Background: an optimization exercise with open tools, aiming at small area and a short achievable clock period. Do not read the settings as production practice. RTL that was checked went through simulation tests only; none was proved equivalent to the original. The RTL of runs 2 to 4 was laid out without a check of its function. In every run shown here, the design's own scripts or RTL, not TritonCTS, make the clock network. The clock input has no modelled driver; a real chip could not lean on it and would need a root buffer or a full tree. No activity file was given, so power comes from the tool's default toggle rates.

==> flow/design.v <==
module PacketArbiter #
 ( parameter WIDTH = 8,
   parameter DEPTH = 8,
   parameter DLOG2 = 3,
   parameter KLOG2 = 3)
 ( input   clk,
   input   reset,
   input  [WIDTH-1:0]  A_tdata,
   input   A_tvalid,
   input   A_tlast,
   output reg A_tready,
   input  [WIDTH-1:0]  B_tdata,
   input   B_tvalid,
   input   B_tlast,
   output reg B_tready,
   output reg [WIDTH-1:0]  K_tdata,
   output reg K_tvalid,
   output reg K_tlast,
   input   K_tready);
  function [2:0] inc3(input [2:0] v);
    inc3 = {v[2] ^ (v[1] & v[0]), v[1] ^ v[0], ~v[0]};
  endfunction
  reg [WIDTH-1:0] A_mem [0:DEPTH-1];
  reg [WIDTH-1:0] B_mem [0:DEPTH-1];
  reg [WIDTH-1:0] K_mem [0:DEPTH-1];
  reg [2:0] wa, wb, lenA, lenB, kw;
  reg [DEPTH-1:0] ra, rb, kr;    
  reg grant;
  reg [WIDTH-1:0] cdata;
  reg [DEPTH-1:0] kwe;
  wire endA = (lenA != 0) && (lenA == kw);
  wire endB = (lenB != 0) && (lenB == kw);
  wire endc = grant ? endB : endA;
  wire [DEPTH-1:0] krn = {kr[DEPTH-1:1], 1'b0};
  wire klast = grant ? krn[lenA] : krn[lenB];
  always @(posedge clk, posedge reset) begin
    if (reset) begin
      wa <= 0; wb <= 0; lenA <= 0; lenB <= 0;
      A_tready <= 1'b0; B_tready <= 1'b0;
    end else begin
      if (A_tvalid) begin
        A_tready <= ~A_tlast;
        wa <= A_tlast ? 3'd0 : inc3(wa);
        if (A_tlast) lenA <= wa;
      end
      if (B_tvalid) begin
        B_tready <= ~B_tlast;
        wb <= B_tlast ? 3'd0 : inc3(wb);
        if (B_tlast) lenB <= wb;
      end
    end
  end
  always @(posedge clk, posedge reset) begin
    if (reset) begin
      ra <= 1; rb <= 1; kw <= 0; grant <= 1'b0;
    end else begin
      if (grant) rb <= {rb[DEPTH-2:0], rb[DEPTH-1]};
      else       ra <= {ra[DEPTH-2:0], ra[DEPTH-1]};
      kw <= endc ? 3'd0 : inc3(kw);
      grant <= grant ^ endc;
    end
  end
  always @(posedge clk, posedge reset) begin
    if (reset) begin
      kr <= 1; K_tvalid <= 1'b0; K_tlast <= 1'b0;
    end else if (K_tready) begin
      K_tvalid <= 1'b1;
      K_tlast <= klast;
      kr <= klast ? {{(DEPTH-1){1'b0}}, 1'b1} : {kr[DEPTH-2:0], kr[DEPTH-1]};
    end
  end
  reg [WIDTH-1:0] crd, krd;
  integer i;
  always @* begin
    crd = {WIDTH{1'b0}};
    krd = {WIDTH{1'b0}};
    for (i = 0; i < DEPTH; i = i + 1) begin
      crd = crd | ({WIDTH{~grant & ra[i]}} & A_mem[i])
                | ({WIDTH{ grant & rb[i]}} & B_mem[i]);
      krd = krd | ({WIDTH{kr[i]}} & K_mem[i]);
    end
  end
  wire kbyp = |(kwe & kr);
  always @(posedge clk) begin
    if (A_tvalid && !reset) A_mem[wa] <= A_tdata;
    if (B_tvalid && !reset) B_mem[wb] <= B_tdata;
    cdata <= crd;
    for (i = 0; i < DEPTH; i = i + 1) begin
      kwe[i] <= !reset && kw == i;
      if (kwe[i]) K_mem[i] <= cdata;
    end
    if (K_tready) K_tdata <= kbyp ? cdata : krd;
  end
endmodule
==> flow/flow/run.sh <==
#!/bin/bash
# Standard ORFS layout, except that:
# - the clock tree is built by flow/cts_pre.tcl (hooked in through PRE_CTS_TCL)
#   instead of TritonCTS;
# - a few slow cells are added to the platform's don't-use list, so that
#   synthesis maps their logic to other gates (registers are unaffected).
# make's output goes to make.log here; ORFS's per-step logs stay under orfs/logs.
set -euo pipefail
here=$(pwd)
platform_dont_use=$(awk '/^export DONT_USE_CELLS \+= /{on=1} on{print; if ($0 !~ /\\$/) exit}' \
  "$FLOW_HOME/platforms/sky130hd/config.mk" | grep -o 'sky130_fd_sc_hd__[A-Za-z0-9_]*' | tr '\n' ' ')
extra=$(cat "$here/flow/dont_use.txt" | tr -s ' \n' ' ')
bash standard.sh "PRE_CTS_TCL=$here/flow/cts_pre.tcl" "DONT_USE_CELLS=$platform_dont_use $extra" finish > make.log 2>&1
==> flow/flow/cts_pre.tcl <==
# Sourced by ORFS's cts.tcl before clock_tree_synthesis (PRE_CTS_TCL): builds
# a two-level clock tree by hand (the clock port drives 4 mid buffers, which
# drive 10 leaf buffers, each leaf driving about 26 flip-flops), then turns
# the clock_tree_synthesis call that follows into a no-op.
source [file join [file dirname [info script]] mycts.tcl]
mycts_run 4 10 sky130_fd_sc_hd__clkbuf_16 sky130_fd_sc_hd__clkbuf_16
set_propagated_clock [all_clocks]
proc clock_tree_synthesis {args} {
  puts "clock_tree_synthesis skipped: manual clock tree in place"
}
==> flow/flow/dont_use.txt <==
sky130_fd_sc_hd__ha_1 sky130_fd_sc_hd__ha_2 sky130_fd_sc_hd__ha_4
sky130_fd_sc_hd__a222oi_1
==> flow/flow/mycts.tcl <==
proc mycts_centre {items} {
  set sx 0; set sy 0
  foreach s $items { set sx [expr {$sx + [lindex $s 1]}]; set sy [expr {$sy + [lindex $s 2]}] }
  set n [llength $items]
  return [list [expr {int($sx / $n)}] [expr {int($sy / $n)}]]
}
proc mycts_split {items ngroups {axis 0}} {
  # cut items into ngroups groups of near-equal size, alternating the cut axis
  if {$ngroups <= 1} { return [list $items] }
  set n1 [expr {$ngroups / 2}]
  set n2 [expr {$ngroups - $n1}]
  set idx [expr {$axis ? 2 : 1}]
  set s [lsort -real -index $idx $items]
  set h [expr {int(round([llength $s] * double($n1) / $ngroups))}]
  set next [expr {1 - $axis}]
  return [concat [mycts_split [lrange $s 0 [expr {$h - 1}]] $n1 $next] \
                 [mycts_split [lrange $s $h end] $n2 $next]]
}
proc mycts_buf {name cell xy innet} {
  set block [ord::get_db_block]
  set m [[ord::get_db] findMaster $cell]
  set b [odb::dbInst_create $block $m $name]
  set w [$m getWidth]
  $b setLocation [expr {[lindex $xy 0] - $w / 2}] [lindex $xy 1]
  $b setPlacementStatus PLACED
  set net [odb::dbNet_create $block net_$name]
  $net setSigType CLOCK
  [$b findITerm A] connect $innet
  [$b findITerm X] connect $net
  return $net
}
proc mycts_run {nmid nleaf midcell leafcell} {
  set block [ord::get_db_block]
  set clknet [$block findNet clk]
  $clknet setSigType CLOCK
  set sinks {}
  foreach it [$clknet getITerms] {
    set bb [[$it getInst] getBBox]
    lappend sinks [list $it [expr {([$bb xMin] + [$bb xMax]) / 2.0}] [expr {([$bb yMin] + [$bb yMax]) / 2.0}]]
  }
  set leaves {}
  set i 0
  foreach g [mycts_split $sinks $nleaf] {
    set c [mycts_centre $g]
    lappend leaves [list $g [lindex $c 0] [lindex $c 1] $i]
    incr i
  }
  set j 0
  foreach mg [mycts_split $leaves $nmid] {
    set mnet [mycts_buf clkmid_$j $midcell [mycts_centre $mg] $clknet]
    foreach lf $mg {
      set lnet [mycts_buf clkleaf_[lindex $lf 3] $leafcell [lrange $lf 1 2] $mnet]
      foreach s [lindex $lf 0] {
        set it [lindex $s 0]
        $it disconnect
        $it connect $lnet
      }
    }
    incr j
  }
}
==> flow/standard.sh <==
#!/bin/bash
# synth_recipe.tcl (not shown) runs the flow's synth.tcl, then flattens the netlist and writes it again
# the make line also repeats each setting of config.mk as NAME=value (left out here)
make -C /OpenROAD-flow-scripts/flow DESIGN_CONFIG=/design/flow/config.mk WORK_HOME=/design/flow/orfs CLKGATE_MAP_FILE= SYNTH_SCRIPT=/design/flow/synth_recipe.tcl "${@:-finish}"
==> flow/config.mk <==
export PLATFORM = sky130hd
export DESIGN_NAME = PacketArbiter
export DESIGN_NICKNAME = PacketArbiter
export VERILOG_FILES = /design/flow/design.v
export SDC_FILE = /design/flow/constraint.sdc
export NUM_CORES = 4
export LEC_CHECK = 0
export CAP_MARGIN = 20
export CORE_MARGIN = 2
export CORE_UTILIZATION = 60
export SETUP_SLACK_MARGIN = 2.3
export SLEW_MARGIN = 20
==> flow/constraint.sdc <==
create_clock -name core_clock -period 4.0 [get_ports {clk}]
set_input_delay 0.8000 -clock core_clock [delete_from_list [all_inputs] [get_ports {clk}]]
set_output_delay 0.8000 -clock core_clock [all_outputs]
set_load 0.01 [all_outputs]
==> out/metrics.cfg, run 1 <==
[clocking]
cts_hold_buf=0
clk_pin_slew_worst_paths_ps=100
insertion_delay_ps=310

[power]
leakage_nw=3.84
power.total_mw=6.48
vdd_drop_max_mv=0.461
powerDensity_mw_per_mm2=582

[routing]
antenna_left=0
drc=0
wirelength_um=20900
via_count=5445
avgViaCountPerCell=6.39
first_iter_violations=550
wire_per_inst_um=24.6
first_pass_iters=5

[setup_path]
ff2ff_path_depth=7
r2r-end=kr[7]
crit_fanout=7
worstSetupEndpointType=register
start_kind=register
crit_family=compound AO/OA/AOI/OAI gates
cp_slowest_cell=dfrtp_2
crit_path_start=grant
timing_worst_setup_path_type=reg2reg
cp_data_required_time_ps=4200
arrival_ps=1970
crit_chain=buf_12, buf_4, nor3_1, a2bb2oi_1, a211oi_4, buf_6, a22o_1
cp.buffers_inverters=3
cpPeakStageDelay_ps=430
rr_startpoint=grant
r2r_slack_ps=2240

[cells_and_area]
finalNetCount=661
utilization=0.706
drive_gt1_frac=0.242
area.sequential_mm2=0.00746
syn2layout_area_growth_pct=16.0
stdcell_area_mm2=0.0111
multi_input_area_mm2=0.00221
diodes=0
num-fill-cells=1053

[sta]
slew_headroom=0.654
max_freq_mhz=568
whs_ps=473
finalCritPeriodShare=0.441
rsz0062_at_grt=yes
finalCriticalPeriod_ps=1760
hold_viol_final=0
setup_violations=0
slew_violations=0
tightest_slew_ps=520
tns_ps=0
skew_ps=35.8

[yosys]
synth_ff_type=edfxtp_1
syn_nets=606
synth_edf_count=200
synthArstFlopShare=0.169
synth_cells=583
ys_types=41
avgSynthCellArea_um2=16.5
seq_area_frac_synth=0.774
ys_ff_latch=260
netlist_area_mm2=0.00960
ys_warn_count=2

[floorplan]
io_pins=35
floorplan.rows=46
dieArea_mm2=0.0170
fp.dieW_um=130
start_util=0.609
core_area_mm2=0.0158
die_h_um=130

[global_routing]
grt_use_total=0.254
grt_pass1_vias=5401
grt_overflow=0
grt_max_degree=46
antenna_found_initial=0
grt_pass1_wl_um=32300

[hold_path]
hp-start=K_tvalid
hold_path_depth=1
worstHoldPathType=reg2reg
min_to=K_tvalid

[placed_design]
port-buffer-count=34
place_area_mm2=0.0102
gp_congestion=0.851
detailed_place_hpwl_um=13100

[run]
maxCapViolations=0

[run_status]
outcome=finished clean

## metal layers
layer | vias up | share of wire | track usage | wire length [um]
li1 | 2418 | - | - | -
met1 | 2803 | 0.42 | 0.362 | 8770
met2 | 192 | 0.50 | 0.439 | 10600
met3 | 32 | 0.053 | 0.0191 | 1110
met4 | 0 | 0.023 | 0.0544 | 480
met5 | - | 0 | 0 | 0
## cell type report
| cell class | count | area share |
|---|---|---|
| sequential | 260 | 0.669 |
| multi-input combinational | 278 | 0.198 |
| timing repair buffer | 76 | 0.0736 |
| buffer | 14 | 0.0315 |
| tap | 216 | 0.0243 |
| inverter | 8 | 0.00315 |
## cell usage in the layout, fill, tap and decap left out, types with 8 or more instances in the layout
| master | netlist | final |
|---|---|---|
| a31oi_1 | 17 | 16 |
| dfxtp_1 | 16 | 8 |
| dfxtp_2 | 0 | 8 |
| clkbuf_16 | 0 | 14 |
| nor2_1 | 34 | 24 |
| nand4_1 | 10 | 10 |
| buf_12 | 0 | 12 |
| mux2_2 | 24 | 24 |
| a221oi_1 | 24 | 24 |
| buf_2 | 3 | 13 |
| a22oi_1 | 52 | 52 |
| nor2_4 | 0 | 9 |
| a21o_1 | 10 | 10 |
| a22o_1 | 31 | 31 |
| nand2_1 | 17 | 11 |
| dfrtp_1 | 41 | 29 |
| edfxtp_1 | 200 | 200 |
| clkdlybuf4s50_1 | 0 | 17 |
| buf_4 | 0 | 25 |
| dfrtp_2 | 0 | 12 |
## worst reg2reg max path, cell delays in order (launching register included)
cell	delay, ps
dfrtp_2	430
buf_12	140
buf_4	120
nor3_1	220
a2bb2oi_1	310
a211oi_4	80
buf_6	150
a22o_1	200
## cell families after synthesis
| kind of cell | Yosys count | synth area share |
|---|---|---|
| AO/OA/AOI/OAI | 158 | 0.127 |
| XOR/XNOR | 5 | 0.00456 |
| buffers and inverters | 45 | 0.0188 |
| flip-flops | 260 | 0.774 |
| multiplexers | 26 | 0.0308 |
| AND/OR/NAND/NOR | 89 | 0.0446 |
## synth_stat cells, drive strengths merged (2+ instances only)
| master | instances | area, um^2 |
|---|---|---|
| nor4bb | 2 | 20.0 |
| a22o | 31 | 272 |
| clkbuf | 30 | 113 |
| nand2 | 17 | 63.8 |
| mux2 | 25 | 285 |
| nand4 | 10 | 62.6 |
| a21oi | 6 | 30.0 |
| xnor2 | 2 | 17.5 |
| o211ai | 2 | 15.0 |
| nor2 | 35 | 134 |
| a21o | 10 | 75.1 |
| a221oi | 24 | 210 |
| nor4 | 5 | 31.3 |
| dfstp | 3 | 78.8 |
| o31ai | 4 | 30.0 |
| o21ai | 6 | 30.0 |
| xor2 | 3 | 26.3 |
| buf | 7 | 37.5 |
| o21a | 2 | 15.0 |
| nand2b | 7 | 43.8 |
| dfxtp | 16 | 320 |
| a31oi | 17 | 106 |
| inv | 7 | 26.3 |
| edfxtp | 200 | 6010 |
| nor3 | 9 | 45.0 |
| dfrtp | 41 | 1030 |
| a22oi | 52 | 390 |
## worst max-delay path by stage
stage / endpoint / slack, ps / depth (start not counted)
finish: kr[7] / 2240 / 7
global route: kr[1] / 2220 / 7
CTS: B_mem[4][5] / 2270 / 4
detailed placement: B_mem[4][6] / 1060 / 3
global placement: B_mem[4][3] / 1100 / 3
floorplan: A_mem[1][0] / 1640 / 4
## per-stage QoR
| step | cells | setup WS [ps] |
|---|---|---|
| finish | 852 | 2240 |
| global route | 852 | 2220 |
| CTS | 849 | 2270 |
| detailed placement | 800 | 1060 |
| global placement | 800 | 1100 |
| floorplan | 583 | 1640 |
## state kept, by name, indices dropped and copies added, names as in the netlist, 8 cells and up
register  flops
A_mem        64
B_mem        64
K_mem        64
K_tdata       8
cdata         8
kr            8
kwe           8
ra            8
rb            8
## power by group
part           internal, mW  switching (mW)
clock                 0.632           0.722
combinational         0.692           0.627
sequential             3.39           0.422
## what timing repair did
action | CTS | global route
endpoints found under the setup margin | 179 | 59
endpoints found under the hold margin | 0 | 0
pin swaps | 14 | 2
cloned | 3 | 0
resized for setup | 95 | 25
buffers inserted | 32 | 3
==> inputs of run 2 (changes only) <==
--- a/flow/design.v
+++ b/flow/design.v
@@ -20,11 +20,16 @@
   function [2:0] inc3(input [2:0] v);
     inc3 = {v[2] ^ (v[1] & v[0]), v[1] ^ v[0], ~v[0]};
   endfunction
+  function [7:0] jdec(input [3:0] j);
+    jdec = { j[3] & ~j[2], j[2] & ~j[1], j[1] & ~j[0], j[3] &  j[0],
+             j[2] & ~j[3], j[1] & ~j[2], j[0] & ~j[1], ~j[3] & ~j[0]};
+  endfunction
   reg [WIDTH-1:0] A_mem [0:DEPTH-1];
   reg [WIDTH-1:0] B_mem [0:DEPTH-1];
   reg [WIDTH-1:0] K_mem [0:DEPTH-1];
   reg [2:0] wa, wb, lenA, lenB, kw;
-  reg [DEPTH-1:0] ra, rb, kr;    
+  reg [3:0] ra, rb;              
+  reg [DEPTH-1:0] kr;            
   reg grant;
   reg [WIDTH-1:0] cdata;
   reg [DEPTH-1:0] kwe;
@@ -52,10 +57,10 @@
   end
   always @(posedge clk, posedge reset) begin
     if (reset) begin
-      ra <= 1; rb <= 1; kw <= 0; grant <= 1'b0;
+      ra <= 0; rb <= 0; kw <= 0; grant <= 1'b0;
     end else begin
-      if (grant) rb <= {rb[DEPTH-2:0], rb[DEPTH-1]};
-      else       ra <= {ra[DEPTH-2:0], ra[DEPTH-1]};
+      if (grant) rb <= {rb[2:0], ~rb[3]};
+      else       ra <= {ra[2:0], ~ra[3]};
       kw <= endc ? 3'd0 : inc3(kw);
       grant <= grant ^ endc;
     end
@@ -69,14 +74,16 @@
       kr <= klast ? {{(DEPTH-1){1'b0}}, 1'b1} : {kr[DEPTH-2:0], kr[DEPTH-1]};
     end
   end
+  wire [DEPTH-1:0] sa = jdec(ra);
+  wire [DEPTH-1:0] sb = jdec(rb);
   reg [WIDTH-1:0] crd, krd;
   integer i;
   always @* begin
     crd = {WIDTH{1'b0}};
     krd = {WIDTH{1'b0}};
     for (i = 0; i < DEPTH; i = i + 1) begin
-      crd = crd | ({WIDTH{~grant & ra[i]}} & A_mem[i])
-                | ({WIDTH{ grant & rb[i]}} & B_mem[i]);
+      crd = crd | ({WIDTH{~grant & sa[i]}} & A_mem[i])
+                | ({WIDTH{ grant & sb[i]}} & B_mem[i]);
       krd = krd | ({WIDTH{kr[i]}} & K_mem[i]);
     end
   end
==> run 2 against run 1 <==
- clock skew down 11 ps
- combinational power up 79%
- global-route usage rose by 2.0 points
- routed wire length rose by 12%
- via count up 12%
- critical endpoint is now kr[0]
- sequential share of layout area decreased by 3.2 points
- maximum frequency down 5.4%
- flip-flop and latch count fell by 8
- critical path depth fell by 1
- largest cell class unchanged
==> out/metrics.cfg, run 2 <==
[routing]
via_count=6085
antenna_left=0
met2_length_um=11300
first_pass_iters=5
drc=0
wire_per_inst_um=25.0
top_layer=met4
wirelength_um=23400
met3_length_um=1850
avgViaCountPerCell=6.51
wirelength_met1_um=9510
first_iter_violations=698

[yosys]
yosysTopAreaCell=edfxtp_1
avgSynthCellArea_um2=15.0
ys_types=54
yosysMostFrequentCell=edfxtp_1
syn_nets=663
yosysTopAreaCellShare=0.624
synth_ff_type=edfxtp_1
synthArstFlopShare=0.143
netlist_top_cells_area=edfxtp_1, dfrtp_1, a22oi_1
synth_edf_count=200
synthTopCellsByCount=edfxtp_1, a22oi_1, nor2_1
synth_cells=640
ys_ff_latch=252
seq_area_frac_synth=0.751
netlist_area_mm2=0.00963
ys_warn_count=2

[setup_path]
worstSetupEndpointType=register
start_kind=register
timing_worst_setup_path_type=reg2reg
cp_data_required_time_ps=4240
crit_fanout=8
arrival_ps=2100

[power]
vdd_drop_max_mv=0.554
powerDensity_mw_per_mm2=661
leakage_nw=3.92

[cells_and_area]
largest_registers=A_mem: 64 flops, B_mem: 64 flops, K_mem: 64 flops
final_cell_mix=edfxtp_1, buf_4, a22oi_1
syn2layout_area_growth_pct=18.4
diodes=0
utilization=0.723
num-fill-cells=1065
drive_gt1_frac=0.259
final_common_cell=edfxtp_1
finalNetCount=744

[sta]
finalCritPeriodShare=0.466
finalCriticalPeriod_ps=1860
tightest_slew_ps=483
max_freq_mhz=537
tns_ps=0
skew_ps=25.2
setup_violations=0
slew_headroom=0.670
whs_ps=487
slew_violations=0
rsz0062_at_grt=yes
hold_viol_final=0

[floorplan]
core_area_mm2=0.0158
floorplan.rows=46
fp.dieW_um=131
die_h_um=131
dieArea_mm2=0.0171
start_util=0.611
io_pins=35

[global_routing]
grt_max_degree=36
grt_use_total=0.273
grt_pass1_wl_um=34700
antenna_found_initial=0
grt_overflow=0
grt_pass1_vias=5749

[run_status]
outcome=finished clean

[clocking]
insertion_delay_ps=310
clk_pin_slew_worst_paths_ps=90

[placed_design]
gp_congestion=0.898
port-buffer-count=34
detailed_place_hpwl_um=14700

[hold_path]
worstHoldPathType=reg2reg

[run]
maxCapViolations=0

[run 2: metal layers]
layer  up-vias  track usage
met1      3046        0.394
met2       315        0.450
met5         -            0
met4         0       0.0645
met3        58       0.0403
li1       2666            -
[run 2: worst paths after layout]
path	start	endpoint	slack, ps	cells past startpoint
setup / recovery	grant	kr[0]	2140	6
hold / removal	K_tvalid	K_tvalid	490	1
setup reg to reg	grant	kr[0]	2140	6
hold reg to reg	K_tvalid	K_tvalid	490	1
max in group asynchronous	reset	kr[0]	3050	3
min in group asynchronous	reset	wb[1]	540	3
[run 2: final cells by class]
| class | count | area, um^2 | area share |
|---|---|---|---|
| tap | 216 | 270 | 0.0237 |
| multi-input combinational | 332 | 2530 | 0.222 |
| buffer | 14 | 350 | 0.0307 |
| sequential | 252 | 7270 | 0.637 |
| inverter | 20 | 95.1 | 0.00834 |
| timing repair buffer | 101 | 896 | 0.0786 |
[run 2: metrics by stage]
step	setup WS, ps	cells	area [um^2]	power, mW
6_report	2140	935	11400	7.53
3_5_place_dp	1110	859	10300	5.60
3_3_place_gp	1230	859	10300	5.56
4_1_cts	2170	922	11100	7.26
2_1_floorplan	1770	640	9760	4.91
5_1_grt	2100	935	11400	7.84
[run 2: kinds of logic after synthesis]
family	after synthesis	synth area share
DFF	252	0.751
muxes	16	0.0173
AOI/OAI and AO/OA	176	0.135
and+or+nand+nor	135	0.0696
xor gates and xnor gates	5	0.00455
buffers and inverters	56	0.0227
[run 2: power by group]
part / internal, mW / switching (mW)
registers: 3.33 / 0.503
logic: 1.06 / 1.30
clock network: 0.631 / 0.711
total: 5.02 / 2.52
[run 2: what timing repair did]
item,4_1_cts,5_1_grt
endpoints found under the hold margin,0,0
setup buffers,49,12
hold buffers,0,0
setup endpoints to repair,208,85
resized for setup,111,52
cloned,0,1
pin swaps,16,14
[run 2: critical path, cell delays in order, from the launching register on]
cell      delay, ps
dfrtp_2         450
or3b_1          390
a21o_1          190
a311oi_4        290
nor4b_4          80
buf_4           170
a211o_1         220
==> inputs of run 3 (changes only) <==
--- a/flow/design.v
+++ b/flow/design.v
@@ -17,8 +17,11 @@
    output reg K_tvalid,
    output reg K_tlast,
    input   K_tready);
-  function [2:0] inc3(input [2:0] v);
-    inc3 = {v[2] ^ (v[1] & v[0]), v[1] ^ v[0], ~v[0]};
+  function [2:0] nxt3(input [2:0] v);
+    nxt3 = {v[1], v[0], v[2] ^ (v[1] | ~v[0])};
+  endfunction
+  function [7:0] c2e(input [7:0] c);
+    c2e = {c[5], c[6], c[3], c[7], c[4], c[2], c[1], c[0]};
   endfunction
   function [7:0] jdec(input [3:0] j);
     jdec = { j[3] & ~j[2], j[2] & ~j[1], j[1] & ~j[0], j[3] &  j[0],
@@ -31,13 +34,18 @@
   reg [3:0] ra, rb;              
   reg [DEPTH-1:0] kr;            
   reg grant;
+  reg [2:0] lsel;                
   reg [WIDTH-1:0] cdata;
   reg [DEPTH-1:0] kwe;
   wire endA = (lenA != 0) && (lenA == kw);
   wire endB = (lenB != 0) && (lenB == kw);
   wire endc = grant ? endB : endA;
-  wire [DEPTH-1:0] krn = {kr[DEPTH-1:1], 1'b0};
-  wire klast = grant ? krn[lenA] : krn[lenB];
+  wire [DEPTH-1:0] ks = c2e(kr);           
+  wire [DEPTH-1:0] ksn = {ks[DEPTH-1:1], 1'b0};
+  wire klast = ksn[lsel];
+  wire [2:0] lenA_n = (A_tvalid && A_tlast) ? wa : lenA;
+  wire [2:0] lenB_n = (B_tvalid && B_tlast) ? wb : lenB;
+  wire grant_n = grant ^ endc;
   always @(posedge clk, posedge reset) begin
     if (reset) begin
       wa <= 0; wb <= 0; lenA <= 0; lenB <= 0;
@@ -45,24 +53,25 @@
     end else begin
       if (A_tvalid) begin
         A_tready <= ~A_tlast;
-        wa <= A_tlast ? 3'd0 : inc3(wa);
+        wa <= A_tlast ? 3'd0 : nxt3(wa);
         if (A_tlast) lenA <= wa;
       end
       if (B_tvalid) begin
         B_tready <= ~B_tlast;
-        wb <= B_tlast ? 3'd0 : inc3(wb);
+        wb <= B_tlast ? 3'd0 : nxt3(wb);
         if (B_tlast) lenB <= wb;
       end
     end
   end
   always @(posedge clk, posedge reset) begin
     if (reset) begin
-      ra <= 0; rb <= 0; kw <= 0; grant <= 1'b0;
+      ra <= 0; rb <= 0; kw <= 0; grant <= 1'b0; lsel <= 0;
     end else begin
+      lsel <= grant_n ? lenA_n : lenB_n;
       if (grant) rb <= {rb[2:0], ~rb[3]};
       else       ra <= {ra[2:0], ~ra[3]};
-      kw <= endc ? 3'd0 : inc3(kw);
-      grant <= grant ^ endc;
+      kw <= endc ? 3'd0 : nxt3(kw);
+      grant <= grant_n;
     end
   end
   always @(posedge clk, posedge reset) begin
@@ -74,8 +83,8 @@
       kr <= klast ? {{(DEPTH-1){1'b0}}, 1'b1} : {kr[DEPTH-2:0], kr[DEPTH-1]};
     end
   end
-  wire [DEPTH-1:0] sa = jdec(ra);
-  wire [DEPTH-1:0] sb = jdec(rb);
+  wire [DEPTH-1:0] sa = c2e(jdec(ra));
+  wire [DEPTH-1:0] sb = c2e(jdec(rb));
   reg [WIDTH-1:0] crd, krd;
   integer i;
   always @* begin
@@ -84,10 +93,10 @@
     for (i = 0; i < DEPTH; i = i + 1) begin
       crd = crd | ({WIDTH{~grant & sa[i]}} & A_mem[i])
                 | ({WIDTH{ grant & sb[i]}} & B_mem[i]);
-      krd = krd | ({WIDTH{kr[i]}} & K_mem[i]);
+      krd = krd | ({WIDTH{ks[i]}} & K_mem[i]);
     end
   end
-  wire kbyp = |(kwe & kr);
+  wire kbyp = |(kwe & ks);
   always @(posedge clk) begin
     if (A_tvalid && !reset) A_mem[wa] <= A_tdata;
     if (B_tvalid && !reset) B_mem[wb] <= B_tdata;
==> flow/flow/run.sh (replaced) <==
#!/bin/bash
# Standard ORFS layout, except that:
# - the clock tree is built by flow/cts_pre.tcl (hooked in through PRE_CTS_TCL)
#   instead of TritonCTS;
# - the port buffers are buf_2 cells (BUFFER_PORTS_ARGS).
# make's output goes to make.log here; ORFS's per-step logs stay under orfs/logs.
set -euo pipefail
here=$(pwd)
bash standard.sh "PRE_CTS_TCL=$here/flow/cts_pre.tcl" \
  "BUFFER_PORTS_ARGS=-buffer_cell sky130_fd_sc_hd__buf_2" \
  finish > make.log 2>&1
removed: flow/flow/dont_use.txt
==> run 3 against run 2 <==
- still clean on timing, DRC and antenna
- routed wire length decreased by 6.0%
- area after synthesis decreased by 0.55%
- die area decreased by 0.54%
- synthesized cell count decreased by 4.8%
- register-to-register slack improved by 160 ps
- sequential power increased by 3%
- worst setup slack improved by 160 ps
- clock skew increased by 7.2 ps
- clock power about the same
- sequential share of layout area increased by 1.7 points
- critical path type unchanged
==> out/metrics.cfg, run 3 <==
[run_status]
outcome=finished clean

[floorplan]
floorplan.rows=46
die_h_um=130
io_pins=35
core_area_mm2=0.0157
start_util=0.609
fp.dieW_um=130
dieArea_mm2=0.0170

[routing]
wire_per_inst_um=24.8
via_count=5694
first_iter_violations=624
wirelength_um=22000
avgViaCountPerCell=6.41
first_pass_iters=5
antenna_left=0
drc=0

[cells_and_area]
num-fill-cells=1024
syn2layout_area_growth_pct=17.2
final_cell_mix=edfxtp_1, a22oi_1, buf_2
finalNetCount=699
drive_gt1_frac=0.260
diodes=0
stdcell_area_mm2=0.0112
largest_registers=A_mem: 64 flops, B_mem: 64 flops, K_mem: 64 flops
final_common_cell=edfxtp_1

[yosys]
ys_warn_count=2
avgSynthCellArea_um2=15.7
netlist_area_mm2=0.00958
synth_fa_ha_area_frac=0.00261
ys_ff_latch=255
synth_cells=609
netlist_top_cells_area=edfxtp_1, dfrtp_1, dfxtp_1
ys_types=57
synth_top_family_by_area=compound AO/OA/AOI/OAI gates
synthTopCellsByCount=edfxtp_1, a22oi_1, dfrtp_1
synthSimpleGateAreaFrac=0.0532
yosysTopAreaCell=edfxtp_1
syn_nets=634
synth-compound-area-share=0.139
muxShareOfSynthArea=0.0135
seq_area_frac_synth=0.763
yosysTopAreaCellShare=0.627
yosysMostFrequentCell=edfxtp_1
synth_xor_area_frac=0.00549
synth_ff_type=edfxtp_1
synthArstFlopShare=0.153
synth_edf_count=200

[global_routing]
grt_overflow=0
grt_pass1_vias=5487
grt_use_total=0.257
grt_max_degree=41
grt_pass1_wl_um=32700
antenna_found_initial=0

[power]
power.total_mw=7.35
leakage_nw=3.86
vdd_drop_max_mv=0.528
powerDensity_mw_per_mm2=655

[placed_design]
port-buffer-count=34
gp_congestion=0.867
place_area_mm2=0.0101
dp_slack_ps=1570
detailed_place_hpwl_um=13600

[run]
maxCapViolations=0

[sta]
rsz0062_at_grt=yes
tns_ps=0
slew_violations=0
skew_ps=32.4
tightest_slew_ps=543
setup_violations=0
hold_viol_final=0
slew_headroom=0.638
max_freq_mhz=588
finalCriticalPeriod_ps=1700
finalCritPeriodShare=0.425
layout_setup_ws_ps=2300

[setup_path]
crit_family=compound AO/OA/AOI/OAI gates
crit_fanout=16
worstSetupEndpointType=register
start_kind=register
cp_data_required_time_ps=4180
crit_chain=inv_1, a221oi_1, o221ai_1, o31a_1
cp.buffers_inverters=1
arrival_ps=1880
cp_slowest_cell=dfrtp_2
cpPeakStageDelay_ps=590
timing_worst_setup_path_type=reg2reg

[clocking]
cts_hold_buf=0
clk_pin_slew_worst_paths_ps=100
insertion_delay_ps=310

[hold_path]
worstHoldPathType=reg2reg

-- run 3: power by group --
group          leakage (nW)  switching, mW  internal, mW
Sequential             2.40          0.576          3.37
Clock                 0.173          0.712         0.631
Combinational          1.29           1.08         0.977
-- run 3: metal layers --
| layer | routed length (um) | vias up | part of all wire | global-route usage |
|---|---|---|---|---|
| met5 | 0 | - | 0 | 0 |
| li1 | - | 2547 | - | - |
| met3 | 1160 | 26 | 0.053 | 0.0238 |
| met2 | 11300 | 209 | 0.51 | 0.453 |
| met1 | 9150 | 2912 | 0.42 | 0.365 |
| met4 | 355 | 0 | 0.016 | 0.0350 |
-- run 3: logic make-up (layout without fill, tap and decap cells) --
| logic type | Yosys count | count (layout) |
|---|---|---|
| AOI/OAI and AO/OA | 175 | 175 |
| xor gates and xnor gates | 6 | 6 |
| adders and majority gates | 2 | 2 |
| buffers and inverters | 58 | 121 |
| DFF | 255 | 255 |
| muxes | 11 | 11 |
| and+or+nand+nor | 102 | 102 |
-- run 3: final timing paths --
| path | from | end | slack (ps) | depth (start not counted) |
|---|---|---|---|---|
| max in group asynchronous | reset | kr[0] | 2950 | 3 |
| setup / recovery | rb[1] | cdata[5] | 2300 | 4 |
| setup reg to reg | rb[1] | cdata[5] | 2300 | 4 |
| hold / removal | K_tvalid | K_tvalid | 470 | 1 |
| hold reg to reg | K_tvalid | K_tvalid | 470 | 1 |
| min in group asynchronous | reset | ra[2] | 730 | 3 |
-- run 3: cell type report --
class,count,area [um^2],area share
Buffer,14,350,0.0312
Inverter,23,98.8,0.00881
Multi-Input combinational cell,296,2390,0.213
Sequential cell,255,7350,0.655
Tap cell,216,270,0.0241
Timing Repair Buffer,84,763,0.0680
-- run 3: what timing repair did --
action	4_1_cts	5_1_grt
endpoints found under the setup margin	162	88
gates cloned	1	0
buffers inserted	22	24
resized for setup	40	27
pin swaps	14	5
-- run 3: stage by stage --
stage               instances   util  hold slack, ps
floorplan                 609      -             429
global placement          827  0.643             444
detailed placement        827  0.643             449
CTS                       864  0.692             470
global route              888  0.714             489
finish                    888  0.714             472
==> inputs of run 4 (changes only) <==
==> flow/flow/run.sh (replaced) <==
#!/bin/bash
# Standard ORFS layout, except that the clock tree is built by flow/cts_pre.tcl
# (hooked in through PRE_CTS_TCL) instead of TritonCTS. make's output goes to
# make.log here; ORFS's per-step logs stay under orfs/logs.
set -euo pipefail
here=$(pwd)
bash standard.sh "PRE_CTS_TCL=$here/flow/cts_pre.tcl" finish > make.log 2>&1
==> run 4 against run 3 <==
- critical path depth rose by 1
- flip-flop and latch count stayed put
- final cell count up 2.6%
- clock skew shrank 1.1 ps
- largest cell class unchanged
==> out/metrics.cfg, run 4 <==
[run_status]
outcome=finished clean

[cells_and_area]
final_cell_mix=edfxtp_1, buf_4, a22oi_1
stdcell_area_mm2=0.0115
finalNetCount=722
largest_registers=A_mem: 64 flops, B_mem: 64 flops, K_mem: 64 flops
num-fill-cells=1049
syn2layout_area_growth_pct=20.0
utilization=0.731
diodes=0
drive_gt1_frac=0.266
final_common_cell=edfxtp_1
final_cells=911

[global_routing]
grt_use_total=0.277
grt_pass1_wl_um=34800
grt_overflow=0
grt_pass1_vias=5720
grt_max_degree=41
antenna_found_initial=0

[sta]
finalCriticalPeriod_ps=1720
finalCritPeriodShare=0.430
tightest_slew_ps=610
rsz0062_at_grt=yes
slew_headroom=0.594
tns_ps=0
slew_violations=0
hold_viol_final=0
setup_violations=0
max_freq_mhz=581
skew_ps=31.3

[power]
leakage_nw=3.98
powerDensity_mw_per_mm2=658
vdd_drop_max_mv=0.533
power.total_mw=7.57

[setup_path]
cp_data_required_time_ps=4200
start_kind=register
crit_chain=buf_6, xor2_4, nor4_4, o32ai_4, mux2_4
timing_worst_setup_path_type=reg2reg
r2r_slack_ps=2280
ff2ff_path_depth=5
arrival_ps=1920
crit_fanout=4
worstSetupEndpointType=register
cpPeakStageDelay_ps=430
cp_slowest_cell=dfrtp_1
r2r-end=lsel[0]
rr_startpoint=kw[0]

[floorplan]
fp.dieW_um=130
core_area_mm2=0.0157
die_h_um=130
start_util=0.609
floorplan.rows=46
dieArea_mm2=0.0170
io_pins=35

[yosys]
yosysTopAreaCell=edfxtp_1
ys_ff_latch=255
yosysMostFrequentCell=edfxtp_1
synthTopCellsByCount=edfxtp_1, a22oi_1, dfrtp_1
yosysTopAreaCellShare=0.627
synth_top_family_by_area=compound AO/OA/AOI/OAI gates
synthArstFlopShare=0.153
synth_cells=609
netlist_area_mm2=0.00958
synth-compound-area-share=0.139
synth_ff_type=edfxtp_1
synth_xor_area_frac=0.00549
avgSynthCellArea_um2=15.7
synthSimpleGateAreaFrac=0.0532
ys_warn_count=2
synth_edf_count=200
netlist_top_cells_area=edfxtp_1, dfrtp_1, dfxtp_1
synth_fa_ha_area_frac=0.00261
muxShareOfSynthArea=0.0135
syn_nets=634
seq_area_frac_synth=0.763
ys_types=57

[placed_design]
detailed_place_hpwl_um=14700
placedCellCount=830
gp_congestion=0.878
port-buffer-count=34
place_area_mm2=0.0103

[clocking]
insertion_delay_ps=310
clk_pin_slew_worst_paths_ps=100

[routing]
drc=0
first_iter_violations=622
antenna_left=0
avgViaCountPerCell=6.44
wirelength_um=23400
wire_per_inst_um=25.7
via_count=5863
first_pass_iters=5

[run]
maxCapViolations=0

[hold_path]
min_to=K_tvalid
hp-start=K_tvalid
worstHoldPathType=reg2reg
hold_path_depth=1

[run 4: per-layer routing]
metal / vias to the layer above / GRT usage / share of wire
met5: - / 0 / 0
met4: 0 / 0.0663 / 0.028
met3: 51 / 0.0361 / 0.074
met2: 308 / 0.460 / 0.50
met1: 2919 / 0.400 / 0.40
li1: 2585 / - / -
[run 4: critical path, delay by kind of cell, from the launching register on]
family          cells  cell delay, ps
flops               1             430
simple gates        1             360
mux                 1             330
compound gates      1             180
buf+inv             1             150
xor+xnor            1             150
[run 4: repair_timing]
action                                  in CTS  in global routing
cloned                                       1                  0
hold buffers                                 0                  0
pin swaps                                   20                  3
resized for setup                          123                 24
endpoints found under the setup margin     232                 71
setup buffers                               49                 17
[run 4: cell type report]
cell class	count	area (um^2)	share of cell area
inverters	23	118	0.0102
well taps	216	270	0.0235
repair buffers	107	973	0.0847
flip-flops and latches	255	7340	0.639
multi-input cells	296	2430	0.212
plain buffers	14	350	0.0305
[run 4: per-stage QoR]
stage               hold slack (ps)  setup WS, ps
floorplan                       429          1770
global placement                450          1100
detailed placement              459          1020
CTS                             476          2290
global route                    511          2230
finish                          475          2280
[run 4: report_power, final]
| group | internal [mW] | switching (mW) | leakage (nW) | total, mW |
|---|---|---|---|---|
| Clock | 0.632 | 0.728 | 0.173 | 1.36 |
| Sequential | 3.37 | 0.508 | 2.40 | 3.88 |
| Combinational | 1.07 | 1.26 | 1.40 | 2.33 |
[run 4: how the worst max path moves through the flow]
stage | startpoint | to | cells past startpoint
after CTS | kw[2] | lsel[0] | 4
after detailed placement | reset | A_mem[5][0] | 2
final | kw[0] | lsel[0] | 5
after global placement | reset | A_mem[5][2] | 2
after floorplan | reset | B_mem[7][0] | 4
after global routing | kw[0] | lsel[0] | 5
[run 4: cells by family (layout without fill, tap and decap cells)]
kind of cell               after synthesis  count (layout)
adders and majority gates                2               2
and+or+nand+nor                        102             102
DFF                                    255             255
buffers and inverters                   58             144
muxes                                   11              11
xor gates and xnor gates                 6               6
AOI/OAI and AO/OA                      175             175
==> inputs of run 5 (changes only) <==
==> flow/design.v (replaced) <==
module PacketArbiter #
 ( parameter WIDTH = 8,
   parameter DEPTH = 8,
   parameter DLOG2 = 3,
   parameter KLOG2 = 3)
 ( input   clk,
   input   reset,
   input  [WIDTH-1:0]  A_tdata,
   input   A_tvalid,
   input   A_tlast,
   output reg A_tready,
   input  [WIDTH-1:0]  B_tdata,
   input   B_tvalid,
   input   B_tlast,
   output reg B_tready,
   output reg [WIDTH-1:0]  K_tdata,
   output reg K_tvalid,
   output reg K_tlast,
   input   K_tready);
  function [2:0] inc3(input [2:0] v);
    inc3 = {v[2] ^ (v[1] & v[0]), v[1] ^ v[0], ~v[0]};
  endfunction
  reg [WIDTH-1:0] A_mem [0:DEPTH-1];
  reg [WIDTH-1:0] B_mem [0:DEPTH-1];
  reg [WIDTH-1:0] K_mem [0:DEPTH-1];
  reg [2:0] wa, wb, kw;
  reg [2:0] lsel;                
  reg [2:0] csel;                
  reg [DEPTH-1:0] ra, rb, kr;    
  reg grant;
  reg [WIDTH-1:0] cdata;
  reg [DEPTH-1:0] kwe;
  wire endc = (csel != 0) && (csel == kw);
  wire [DEPTH-1:0] krn = {kr[DEPTH-1:1], 1'b0};
  wire klast = krn[lsel];
  wire alast = A_tvalid && A_tlast;
  wire blast = B_tvalid && B_tlast;
  wire [2:0] lsel_n = (grant ? alast : blast) ? (grant ? wa : wb) : lsel;
  wire [2:0] csel_n = (grant ? blast : alast) ? (grant ? wb : wa) : csel;
  always @(posedge clk, posedge reset) begin
    if (reset) begin
      wa <= 0; wb <= 0;
      A_tready <= 1'b0; B_tready <= 1'b0;
    end else begin
      if (A_tvalid) begin
        A_tready <= ~A_tlast;
        wa <= A_tlast ? 3'd0 : inc3(wa);
      end
      if (B_tvalid) begin
        B_tready <= ~B_tlast;
        wb <= B_tlast ? 3'd0 : inc3(wb);
      end
    end
  end
  always @(posedge clk, posedge reset) begin
    if (reset) begin
      ra <= 1; rb <= 1; kw <= 0; grant <= 1'b0; lsel <= 0; csel <= 0;
    end else begin
      lsel <= endc ? csel_n : lsel_n;
      csel <= endc ? lsel_n : csel_n;
      if (grant) rb <= {rb[DEPTH-2:0], rb[DEPTH-1]};
      else       ra <= {ra[DEPTH-2:0], ra[DEPTH-1]};
      kw <= endc ? 3'd0 : inc3(kw);
      grant <= grant ^ endc;
    end
  end
  always @(posedge clk, posedge reset) begin
    if (reset) begin
      kr <= 1; K_tvalid <= 1'b0; K_tlast <= 1'b0;
    end else if (K_tready) begin
      K_tvalid <= 1'b1;
      K_tlast <= klast;
      kr <= klast ? {{(DEPTH-1){1'b0}}, 1'b1} : {kr[DEPTH-2:0], kr[DEPTH-1]};
    end
  end
  reg [WIDTH-1:0] crd, krd;
  integer i;
  always @* begin
    crd = {WIDTH{1'b0}};
    krd = {WIDTH{1'b0}};
    for (i = 0; i < DEPTH; i = i + 1) begin
      crd = crd | ({WIDTH{~grant & ra[i]}} & A_mem[i])
                | ({WIDTH{ grant & rb[i]}} & B_mem[i]);
      krd = krd | ({WIDTH{kr[i]}} & K_mem[i]);
    end
  end
  wire kbyp = |(kwe & kr);
  always @(posedge clk) begin
    if (A_tvalid && !reset) A_mem[wa] <= A_tdata;
    if (B_tvalid && !reset) B_mem[wb] <= B_tdata;
    cdata <= crd;
    for (i = 0; i < DEPTH; i = i + 1) begin
      kwe[i] <= !reset && kw == i;
      if (kwe[i]) K_mem[i] <= cdata;
    end
    if (K_tready) K_tdata <= kbyp ? cdata : krd;
  end
endmodule
==> run 5 against run 4 <==
- critical endpoint is now B_mem[5][1]
- flip-flop and latch count up 5
- critical path type is now in2reg
- core utilization down 2.8 points
- die area is 1.4% higher
- highest routed layer unchanged
- critical path depth rose by 1
- via count fell by 10%
- global-route usage decreased by 3.9 points
- power decreased by 15%
- worst setup slack better by 40 ps
==> out/metrics.cfg, run 5 <==
[yosys]
synth_edf_count=200
ys_types=44
seq_area_frac_synth=0.765
ys_warn_count=2
ys_ff_latch=260
avgSynthCellArea_um2=16.7
synthTopCellsByCount=edfxtp_1, a22oi_1, dfrtp_1
yosysTopAreaCell=edfxtp_1
synth_ff_type=edfxtp_1
yosysMostFrequentCell=edfxtp_1
netlist_area_mm2=0.00971
yosysTopAreaCellShare=0.618
synthArstFlopShare=0.169
netlist_top_cells_area=edfxtp_1, dfrtp_1, a22oi_1
synth_cells=583
syn_nets=614

[sta]
max_freq_mhz=595
finalCritPeriodShare=0.420
hold_viol_final=0
slew_headroom=0.666
skew_ps=28.3
whs_ps=490
setup_violations=0
slew_violations=0
layout_setup_ws_ps=2320
rsz0062_at_grt=yes
finalCriticalPeriod_ps=1680
tns_ps=0
tightest_slew_ps=500

[cells_and_area]
diodes=0
num-fill-cells=1038
final_cell_mix=edfxtp_1, a22oi_1, dfrtp_1
drive_gt1_frac=0.234
final_common_cell=edfxtp_1
finalNetCount=657
utilization=0.703
largest_registers=A_mem: 64 flops, B_mem: 64 flops, K_mem: 64 flops
stdcell_area_mm2=0.0111
syn2layout_area_growth_pct=14.6

[global_routing]
grtUsageMet3=0.0150
grt_pass1_wl_um=31800
met2_usage=0.413
grt_busiest_layer=met2
globalRouteMet1Util=0.340
grt_max_degree=35
grt_overflow=0
antenna_found_initial=0
grt_use_total=0.238
grt_pass1_vias=5444

[setup_path]
ff2ff_path_depth=3
r2r-end=B_mem[6][1]
cp_data_required_time_ps=4010
crit_fanout=8
worstSetupEndpointType=register
start_kind=input port
timing_worst_setup_path_type=in2reg
arrival_ps=1690
rr_startpoint=wb[2]
r2r_slack_ps=2360

[run_status]
outcome=finished clean

[floorplan]
fp.dieW_um=131
core_area_mm2=0.0158
dieArea_mm2=0.0172
die_h_um=131
floorplan.rows=46
io_pins=35
start_util=0.614

[routing]
drc=0
first_iter_violations=477
antenna_left=0
avgViaCountPerCell=6.28
wirelength_um=20200
via_count=5276
wire_per_inst_um=24.0
first_pass_iters=5

[power]
vdd_drop_max_mv=0.477
leakage_nw=3.81
powerDensity_mw_per_mm2=575

[hold_path]
worstHoldPathType=reg2reg
hp-start=B_tready
hold_path_depth=1
min_to=B_tready

[placed_design]
gp_congestion=0.814
detailed_place_hpwl_um=12700
place_area_mm2=0.0104
port-buffer-count=34
dp_slack_ps=1170

[clocking]
cts_hold_buf=0
insertion_delay_ps=310
clk_pin_slew_worst_paths_ps=100

[run]
maxCapViolations=0

-- run 5: metrics by stage --
step	std cells	total power, mW
finish	840	6.40
global route	840	6.70
detailed placement	800	5.04
global placement	800	5.00
CTS	833	6.37
floorplan	583	4.56
-- run 5: kinds of logic (layout without fill, tap and decap cells) --
group | count (synthesis) | in the layout | synth area share
XOR/XNOR | 3 | 3 | 0.00271
AND/OR/NAND/NOR | 80 | 80 | 0.0421
flip-flops | 260 | 260 | 0.765
AO/OA/AOI/OAI | 146 | 146 | 0.116
adder cells (fa/ha/maj) | 8 | 8 | 0.0103
multiplexers | 38 | 38 | 0.0420
buffers and inverters | 48 | 89 | 0.0220
-- run 5: layout make-up --
type                       count  area, um^2  share of cell area
buffer                        14         350              0.0315
inverter                      10        42.5             0.00382
multi-input combinational    275        2350               0.211
sequential                   260        7460               0.670
tap                          216         270              0.0243
timing repair buffer          65         658              0.0591
-- run 5: worst max-delay path by stage --
stage | slack, ps | cells past startpoint | startpoint | to
final | 2320 | 6 | reset | B_mem[5][1]
after global routing | 2300 | 6 | reset | A_mem[3][2]
after CTS | 2300 | 1 | K_tdata[3] | K_tdata[3]
after detailed placement | 1170 | 4 | B_tvalid | B_mem[3][7]
after global placement | 1200 | 5 | reset | kwe[5]
after floorplan | 1830 | 3 | reset | B_mem[3][0]
-- run 5: timing repair --
action / in CTS / in global routing
gates resized for setup: 83 / 30
pin swaps: 15 / 5
endpoints found under the setup margin: 227 / 65
buffers inserted: 19 / 7
-- run 5: power breakdown --
group | switching, mW | internal [mW] | leakage [nW]
clock | 0.713 | 0.631 | 0.173
combinational | 0.544 | 0.581 | 1.13
sequential | 0.529 | 3.40 | 2.51
-- run 5: worst max-delay path: stages --
cell and delay (ps):
buf_6 100, buf_12 120, clkinvlp_4 140, nand2_4 130, nor3_4 240, buf_12 160
-- run 5: per-layer routing --
metal | vias up | routed length (um)
met1 | 2722 | 8520
met3 | 27 | 792
met2 | 141 | 10400
met4 | 0 | 505
met5 | - | 0
li1 | 2386 | -
==> inputs of run 6 (changes only) <==
==> flow/flow/run.sh (replaced) <==
#!/bin/bash
# Standard ORFS layout, except that:
# - the clock tree is built by flow/cts_pre.tcl (hooked in through PRE_CTS_TCL)
#   instead of TritonCTS;
# - the port buffers are buf_2 cells (BUFFER_PORTS_ARGS).
# make's output goes to make.log here; ORFS's per-step logs stay under orfs/logs.
set -euo pipefail
here=$(pwd)
bash standard.sh "PRE_CTS_TCL=$here/flow/cts_pre.tcl" \
  "BUFFER_PORTS_ARGS=-buffer_cell sky130_fd_sc_hd__buf_2" \
  finish > make.log 2>&1
--- a/flow/config.mk
+++ b/flow/config.mk
@@ -8,5 +8,5 @@
 export CAP_MARGIN = 20
 export CORE_MARGIN = 2
 export CORE_UTILIZATION = 60
-export SETUP_SLACK_MARGIN = 2.3
+export SETUP_SLACK_MARGIN = 2.35
 export SLEW_MARGIN = 20
==> run 6 against run 5 <==
- sequential power down 2%
- routed wire length up 3.2%
- register-to-register slack about the same
- global-route usage down 0.21 points
- cell area up 0.70%
- power up 2.6%
- largest power group unchanged
==> out/metrics.cfg, run 6 <==
[yosys]
ys_types=44
netlist_top_cells_area=edfxtp_1, dfrtp_1, a22oi_1
synthTopCellsByCount=edfxtp_1, a22oi_1, dfrtp_1
synth_ff_type=edfxtp_1
ys_ff_latch=260
yosysTopAreaCell=edfxtp_1
syn_nets=614
synth_cells=583
ys_warn_count=2
avgSynthCellArea_um2=16.7
synth_edf_count=200
netlist_area_mm2=0.00971
yosysTopAreaCellShare=0.618
yosysMostFrequentCell=edfxtp_1
synthArstFlopShare=0.169
seq_area_frac_synth=0.765

[setup_path]
rr_startpoint=kr[7]
crit_path_start=K_tlast
cp_slowest_cell=dfrtp_1
cpPeakStageDelay_ps=410
cp.buffers_inverters=1
worstSetupEndpointType=primary output
crit_family=flip-flops
arrival_ps=850
crit_fanout=2
timing_worst_setup_path_type=reg2out
cp_data_required_time_ps=3200
crit_chain=buf_6
start_kind=register

[hold_path]
worstHoldPathType=reg2reg
hp-start=K_tvalid

[sta]
finalCritPeriodShare=0.412
skew_ps=26.0
setup_violations=0
tns_ps=0
hold_viol_final=0
rsz0062_at_grt=yes
slew_violations=0
tightest_slew_ps=500
slew_headroom=0.665
layout_setup_ws_ps=2350
max_freq_mhz=607
finalCriticalPeriod_ps=1650

[global_routing]
antenna_found_initial=0
grt_pass1_vias=5425
grt_use_total=0.236
grt_overflow=0
grt_max_degree=32
grt_pass1_wl_um=31900

[cells_and_area]
final_common_cell=edfxtp_1
final_cell_mix=edfxtp_1, a22oi_1, buf_4
diodes=0
finalNetCount=682
drive_gt1_frac=0.297
syn2layout_area_growth_pct=15.4
multi_input_area_mm2=0.00236
num-fill-cells=1067
area.sequential_mm2=0.00746
largest_registers=A_mem: 64 flops, B_mem: 64 flops, K_mem: 64 flops

[placed_design]
gp_congestion=0.811
detailed_place_hpwl_um=13100
port-buffer-count=34
dp_slack_ps=1490

[routing]
drc=0
wirelength_um=20800
first_pass_iters=5
via_count=5418
antenna_left=0
first_iter_violations=482
avgViaCountPerCell=6.26
wire_per_inst_um=24.1

[floorplan]
die_h_um=131
start_util=0.614
io_pins=35
core_area_mm2=0.0158
fp.dieW_um=131
floorplan.rows=46
dieArea_mm2=0.0172

[clocking]
clk_pin_slew_worst_paths_ps=100
insertion_delay_ps=310
cts_hold_buf=0

[power]
leakage_nw=3.94
vdd_drop_max_mv=0.470
powerDensity_mw_per_mm2=586
power.total_mw=6.56

[run]
maxCapViolations=0

[run_status]
outcome=finished clean

==> run 6: cell count changes in the layout (fill, tap and decap cells not counted), moves of 5 or more <==
| cell | delta |
|---|---|
| buf_4 | +24 |
| buf_2 | +19 |
| buf_12 | -5 |
| clkdlybuf4s50_1 | -16 |
==> run 6: timing repair <==
action	CTS	global route
cloned	1	1
setup buffers	18	32
gates resized for setup	29	20
pin swaps	12	10
setup endpoints to repair	172	88
==> run 6: kinds of logic (layout without fill, tap and decap cells) <==
kind of cell	after synthesis	in the layout	share of synthesized area
AOI/OAI and AO/OA	146	146	0.116
xor gates and xnor gates	3	3	0.00271
adders and majority gates	8	8	0.0103
buffers and inverters	48	113	0.0220
DFF	260	260	0.765
muxes	38	38	0.0420
and+or+nand+nor	80	81	0.0421
==> run 6: where the power goes <==
group	total, mW	switching [mW]	internal (mW)
Sequential	3.84	0.435	3.40
Combinational	1.36	0.674	0.685
Clock	1.37	0.737	0.633
Total	6.56	1.85	4.72
==> run 6: routing by layer <==
layer | vias up | wire length, um | track usage
li1 | 2440 | - | -
met1 | 2781 | 8580 | 0.333
met2 | 164 | 10800 | 0.415
met3 | 33 | 973 | 0.0181
met4 | 0 | 416 | 0.0453
met5 | - | 0 | 0
==> run 6: layout make-up <==
cell class / instances / area share
inverter: 10 / 0.00380
tap: 216 / 0.0241
multi-input combinational: 276 / 0.211
timing repair inverter: 1 / 0.000447
sequential: 260 / 0.666
buffer: 14 / 0.0313
timing repair buffer: 88 / 0.0639
==> run 6: metrics by stage <==
step / cell area [um^2] / util / std cells / hold slack [ps]
after floorplan: 9980 / - / 583 / 484
after global placement: 10200 / 0.646 / 799 / 451
after detailed placement: 10200 / 0.646 / 799 / 447
after CTS: 10900 / 0.688 / 832 / 472
after global routing: 11200 / 0.708 / 865 / 485
final: 11200 / 0.708 / 865 / 476
==> run 6: final timing paths <==
kind                       slack (ps)          to  cells after the start
setup / recovery                 2350     K_tlast                      1
hold / removal                    480    K_tvalid                      1
setup reg to reg                 2360  K_tdata[0]                      4
hold reg to reg                   480    K_tvalid                      1
max in group asynchronous        2520       kr[0]                      4
min in group asynchronous         580       wb[0]                      3
==> inputs of run 7 (changes only) <==
--- a/flow/config.mk
+++ b/flow/config.mk
@@ -8,5 +8,5 @@
 export CAP_MARGIN = 20
 export CORE_MARGIN = 2
 export CORE_UTILIZATION = 60
-export SETUP_SLACK_MARGIN = 2.35
+export SETUP_SLACK_MARGIN = 2.3
 export SLEW_MARGIN = 20
==> run 7 against run 6 <==
- still clean on timing, DRC and antenna
- cell area shrank 2.8%
- sequential share of layout area grew 1.9 points
- register-to-register slack barely moved
- critical path type is now in2reg
- largest cell class unchanged
- largest power group unchanged
==> out/metrics.cfg, run 7 <==
[run_status]
outcome=finished clean

[sta]
layout_setup_ws_ps=2340
hold_viol_final=0
setup_violations=0
tns_ps=0
finalCriticalPeriod_ps=1660
slew_headroom=0.473
finalCritPeriodShare=0.416
max_freq_mhz=601
rsz0062_at_grt=yes
skew_ps=30.5
whs_ps=480
slew_violations=0
tightest_slew_ps=787

[routing]
wirelength_um=21000
avgViaCountPerCell=6.37
wire_per_inst_um=25.1
first_iter_violations=517
antenna_left=0
via_count=5322
first_pass_iters=5
drc=0

[yosys]
avgSynthCellArea_um2=16.7
yosysTopAreaCellShare=0.618
netlist_top_cells_area=edfxtp_1, dfrtp_1, a22oi_1
yosysTopAreaCell=edfxtp_1
yosysMostFrequentCell=edfxtp_1
synthArstFlopShare=0.169
ys_warn_count=2
ys_types=44
netlist_area_mm2=0.00971
ys_ff_latch=260
seq_area_frac_synth=0.765
synth_edf_count=200
syn_nets=614
synthTopCellsByCount=edfxtp_1, a22oi_1, dfrtp_1
synth_ff_type=edfxtp_1
synth_cells=583

[cells_and_area]
final_cell_mix=edfxtp_1, a22oi_1, buf_2
largest_registers=A_mem: 64 flops, B_mem: 64 flops, K_mem: 64 flops
final_common_cell=edfxtp_1
utilization=0.688
syn2layout_area_growth_pct=12.2
finalNetCount=653
diodes=0
num-fill-cells=1073
drive_gt1_frac=0.250

[power]
powerDensity_mw_per_mm2=588
vdd_drop_max_mv=0.493
leakage_nw=3.77
power.total_mw=6.41

[run]
maxCapViolations=0

[global_routing]
antenna_found_initial=0
grt_use_total=0.246
grt_overflow=0
grt_pass1_wl_um=32800
grt_max_degree=28
grt_pass1_vias=5541

[placed_design]
gp_congestion=0.788
port-buffer-count=34
detailed_place_hpwl_um=13300
dp_slack_ps=1310

[setup_path]
cpPeakStageDelay_ps=260
crit_family=simple AND/OR/NAND/NOR gates
r2r_slack_ps=2360
arrival_ps=1670
timing_worst_setup_path_type=in2reg
cp_slowest_cell=nor3_4
cp_common_cell=buf_4
crit_fanout=11
start_kind=input port
cp.buffers_inverters=2
cp_data_required_time_ps=4000
worstSetupEndpointType=register
crit_chain=buf_4, nand3_1, nor3_4, buf_4

[floorplan]
start_util=0.614
dieArea_mm2=0.0172
core_area_mm2=0.0158
floorplan.rows=46
fp.dieW_um=131
io_pins=35
die_h_um=131

[hold_path]
worstHoldPathType=reg2reg

[clocking]
clk_pin_slew_worst_paths_ps=100
insertion_delay_ps=310

run 7: cell counts after synthesis:
Identical to the previous run, type by type.
run 7: worst reg2reg max path: cells and delay by family (launching register included):
kind	cells	cell delay, ps
flip-flops	1	760
buffers and inverters	1	150
AND/OR/NAND/NOR	2	420
run 7: per-stage QoR:
stage	area, um^2	cells
finish	10900	836
floorplan	9960	583
CTS	10800	831
global placement	10200	798
global route	10900	836
detailed placement	10200	798
run 7: worst paths after layout:
| check | start | to | cells after the start |
|---|---|---|---|
| setup reg to reg | wb[0] | B_mem[5][2] | 3 |
| max in group asynchronous | reset | kr[0] | 3 |
| setup / recovery | B_tvalid | B_mem[6][3] | 4 |
| hold / removal | K_tvalid | K_tvalid | 1 |
| hold reg to reg | K_tvalid | K_tvalid | 1 |
| min in group asynchronous | reset | wb[0] | 3 |
run 7: area by class of cell:
| type | count | area, um^2 | share of cell area |
|---|---|---|---|
| Multi-Input combinational cell | 275 | 2310 | 0.212 |
| Timing Repair inverter | 1 | 5.00 | 0.000459 |
| Sequential cell | 260 | 7460 | 0.684 |
| Buffer | 14 | 350 | 0.0322 |
| Inverter | 10 | 42.5 | 0.00390 |
| Timing Repair Buffer | 60 | 459 | 0.0421 |
| Tap cell | 216 | 270 | 0.0248 |
run 7: repair_timing:
action / CTS / global route
resized for setup: 27 / 8
setup endpoints to repair: 169 / 52
setup buffers: 18 / 5
endpoints found under the hold margin: 0 / 0
hold buffers: 0 / 0
cloned: 1 / 0
pin swaps: 9 / 6
run 7: cell families after synthesis:
logic type / synth area share
flops: 0.765
compound gates: 0.116
simple gates: 0.0421
buf+inv: 0.0220
mux: 0.0420
fa+ha+maj: 0.0103
xor+xnor: 0.00271
run 7: layer usage:
layer,wire (um),global-route usage
met3,992,0.0201
met4,582,0.0598
met2,10800,0.430
met5,0,0
met1,8620,0.340
run 7: where the power goes:
part	internal [mW]	switching, mW
Clock	0.632	0.731
Sequential	3.40	0.511
Combinational	0.566	0.572
Total	4.60	1.81
==> inputs of run 8 (changes only) <==
--- a/flow/design.v
+++ b/flow/design.v
@@ -86,11 +86,11 @@
   end
   wire kbyp = |(kwe & kr);
   always @(posedge clk) begin
-    if (A_tvalid && !reset) A_mem[wa] <= A_tdata;
-    if (B_tvalid && !reset) B_mem[wb] <= B_tdata;
+    if (A_tvalid && (wa != 0 || !reset)) A_mem[wa] <= A_tdata;
+    if (B_tvalid && (wb != 0 || !reset)) B_mem[wb] <= B_tdata;
     cdata <= crd;
     for (i = 0; i < DEPTH; i = i + 1) begin
-      kwe[i] <= !reset && kw == i;
+      kwe[i] <= kw == i && (i != 0 || !reset);
       if (kwe[i]) K_mem[i] <= cdata;
     end
     if (K_tready) K_tdata <= kbyp ? cdata : krd;
==> run 8 against run 7 <==
- first-iteration DRC count is 0.58% lower
- clock skew is 4.1 ps higher
- sequential power is 5% higher
- sequential share of layout area is 0.15 points higher
- maximum frequency is 2.9% lower
- flip-flop and latch count stayed put
- final cell count is 0.36% higher
- critical path type unchanged
- critical endpoint is now A_mem[7][6]
==> out/metrics.cfg, run 8 <==
[cells_and_area]
finalNetCount=658
largest_registers=A_mem: 64 flops, B_mem: 64 flops, K_mem: 64 flops
drive_gt1_frac=0.228
final_cell_mix=edfxtp_1, a22oi_1, buf_2
diodes=0
final_common_cell=edfxtp_1
num-fill-cells=1087
syn2layout_area_growth_pct=11.1

[hold_path]
worstHoldPathType=reg2reg
hp-start=K_tvalid

[yosys]
ys_types=44
synthArstFlopShare=0.169
ys_warn_count=2
syn_nets=621
yosysTopAreaCell=edfxtp_1
yosysTopAreaCellShare=0.614
synth_edf_count=200
yosysMostFrequentCell=edfxtp_1
synth_ff_type=edfxtp_1
ys_ff_latch=260
avgSynthCellArea_um2=16.6
netlist_top_cells_area=edfxtp_1, dfrtp_1, a22oi_1
seq_area_frac_synth=0.760
synthTopCellsByCount=edfxtp_1, a22oi_1, dfrtp_1
netlist_area_mm2=0.00978
synth_cells=588

[clocking]
insertion_delay_ps=310
clk_pin_slew_worst_paths_ps=100
cts_hold_buf=0

[sta]
setup_violations=0
slew_headroom=0.474
hold_viol_final=0
tightest_slew_ps=785
finalCriticalPeriod_ps=1710
max_freq_mhz=583
tns_ps=0
skew_ps=34.6
finalCritPeriodShare=0.429
rsz0062_at_grt=yes
slew_violations=0

[floorplan]
core_area_mm2=0.0159
start_util=0.615
fp.dieW_um=132
dieArea_mm2=0.0173
die_h_um=132
floorplan.rows=46
io_pins=35

[setup_path]
crit_path_start=A_tvalid
worstSetupEndpointType=register
crit_fanout=10
cpPeakStageDelay_ps=460
timing_worst_setup_path_type=in2reg
cp_data_required_time_ps=3950
cp_slowest_cell=nor2_2
start_kind=input port
cp.buffers_inverters=1
crit_family=simple AND/OR/NAND/NOR gates
crit_chain=buf_2, nand2_1, nor2_2
r2r_slack_ps=2350
arrival_ps=1660
rr_startpoint=kwe[2]

[global_routing]
grt_pass1_wl_um=31300
grt_pass1_vias=5213
grt_overflow=0
antenna_found_initial=0
grt_use_total=0.233
grt_max_degree=54

[routing]
drc=0
wire_per_inst_um=24.2
first_iter_violations=514
via_count=5337
first_pass_iters=5
wirelength_um=20300
avgViaCountPerCell=6.36
antenna_left=0

[placed_design]
gp_congestion=0.814
port-buffer-count=34
detailed_place_hpwl_um=12600

[power]
power.total_mw=6.79
powerDensity_mw_per_mm2=625
vdd_drop_max_mv=0.460
leakage_nw=3.76

[run_status]
outcome=finished clean

[run]
maxCapViolations=0

## run 8: power by group
group	switching, mW	internal (mW)	total (mW)
combinational	0.712	0.608	1.32
sequential	0.563	3.55	4.11
clock	0.722	0.632	1.35
total	2.00	4.79	6.79
## run 8: path summary, 6_finish.rpt
path | to | depth (start not counted)
worst max-delay path | A_mem[7][6] | 3
worst min-delay path | K_tvalid | 1
worst max register to register | K_tdata[6] | 3
worst min register to register | K_tvalid | 1
max in group asynchronous | ra[0] | 3
min in group asynchronous | wb[0] | 2
## run 8: logic make-up after synthesis
group                      after synthesis  share of synthesized area
buffers and inverters                   49                     0.0265
DFF                                    260                      0.760
AOI/OAI and AO/OA                      154                      0.121
adders and majority gates               10                     0.0128
muxes                                   34                     0.0369
xor gates and xnor gates                 3                    0.00269
and+or+nand+nor                         78                     0.0398
## run 8: final cells by class
| class | count | area, um^2 | area share |
|---|---|---|---|
| Sequential cell | 260 | 7450 | 0.686 |
| Inverter | 15 | 63.8 | 0.00587 |
| Buffer | 14 | 350 | 0.0322 |
| Timing Repair inverter | 1 | 5.00 | 0.000461 |
| Timing Repair Buffer | 52 | 413 | 0.0380 |
| Tap cell | 216 | 270 | 0.0249 |
| Multi-Input combinational cell | 281 | 2310 | 0.213 |
## run 8: metrics by stage
stage	worst slack [ps]	utilization	hold WS [ps]	cells	area, um^2
floorplan	2130	-	454	588	9910
global placement	1890	0.639	460	806	10200
detailed placement	1810	0.639	456	806	10200
CTS	2250	0.678	491	836	10800
global route	2200	0.684	528	839	10900
finish	2290	0.684	484	839	10900
## run 8: what timing repair did
action | 4_1_cts | 5_1_grt
gates resized for setup | 15 | 24
buffers inserted | 14 | 2
setup endpoints to repair | 111 | 102
pin swaps | 9 | 3
gates cloned | 2 | 1
endpoints found under the hold margin | 0 | 0
## run 8: metal layers
layer,part of all wire,global-route usage,vias up
li1,-,-,2390
met1,0.42,0.339,2720
met2,0.50,0.391,191
met3,0.055,0.0150,36
met4,0.026,0.0592,0
met5,0,0,-

[port drivers added, routing unchanged]
In the flow no input, the clock included, has a driving cell. The finished layouts below were timed again as built, in two steps.
Step 1 assumes that a clkbuf_16 drives the clock port and a buf_2 every other input.
Step 2 times the ports against the registers' clock, not the clock port: input delays grow and output delays shrink by t, the midpoint of the rising clock arrivals with the driver on.
Three values: no drivers, after step 1, after step 2; two values: the first two.
run | shift t [ns] | setup slack, ns | hold WS [ns] | slew at the worst register clock pin (ns)
run 1 | 0.384 | 2.238 / 2.235 / 1.994 | 0.473 / 0.473 / 0.473 | 0.10 / 0.10
run 2 | 0.389 | 2.137 / 2.137 / 1.937 | 0.487 / 0.487 / 0.487 | 0.10 / 0.10
run 3 | 0.390 | 2.300 / 2.206 / 1.983 | 0.472 / 0.472 / 0.472 | 0.10 / 0.10
run 4 | 0.389 | 2.279 / 2.214 / 1.980 | 0.475 / 0.475 / 0.475 | 0.11 / 0.11
run 5 | 0.385 | 2.319 / 2.260 / 1.989 | 0.490 / 0.490 / 0.490 | 0.10 / 0.10
run 6 | 0.384 | 2.352 / 2.263 / 2.008 | 0.476 / 0.476 / 0.476 | 0.10 / 0.10
run 7 | 0.383 | 2.336 / 2.276 / 2.016 | 0.480 / 0.480 / 0.480 | 0.10 / 0.10
run 8 | 0.381 | 2.286 / 2.251 / 1.969 | 0.484 / 0.475 / 0.484 | 0.10 / 0.10
After both steps setup and hold are still met in every run listed. The setup slack of run 6, which loses most, moves by -0.089 ns with the drivers and by -0.344 ns with both steps.
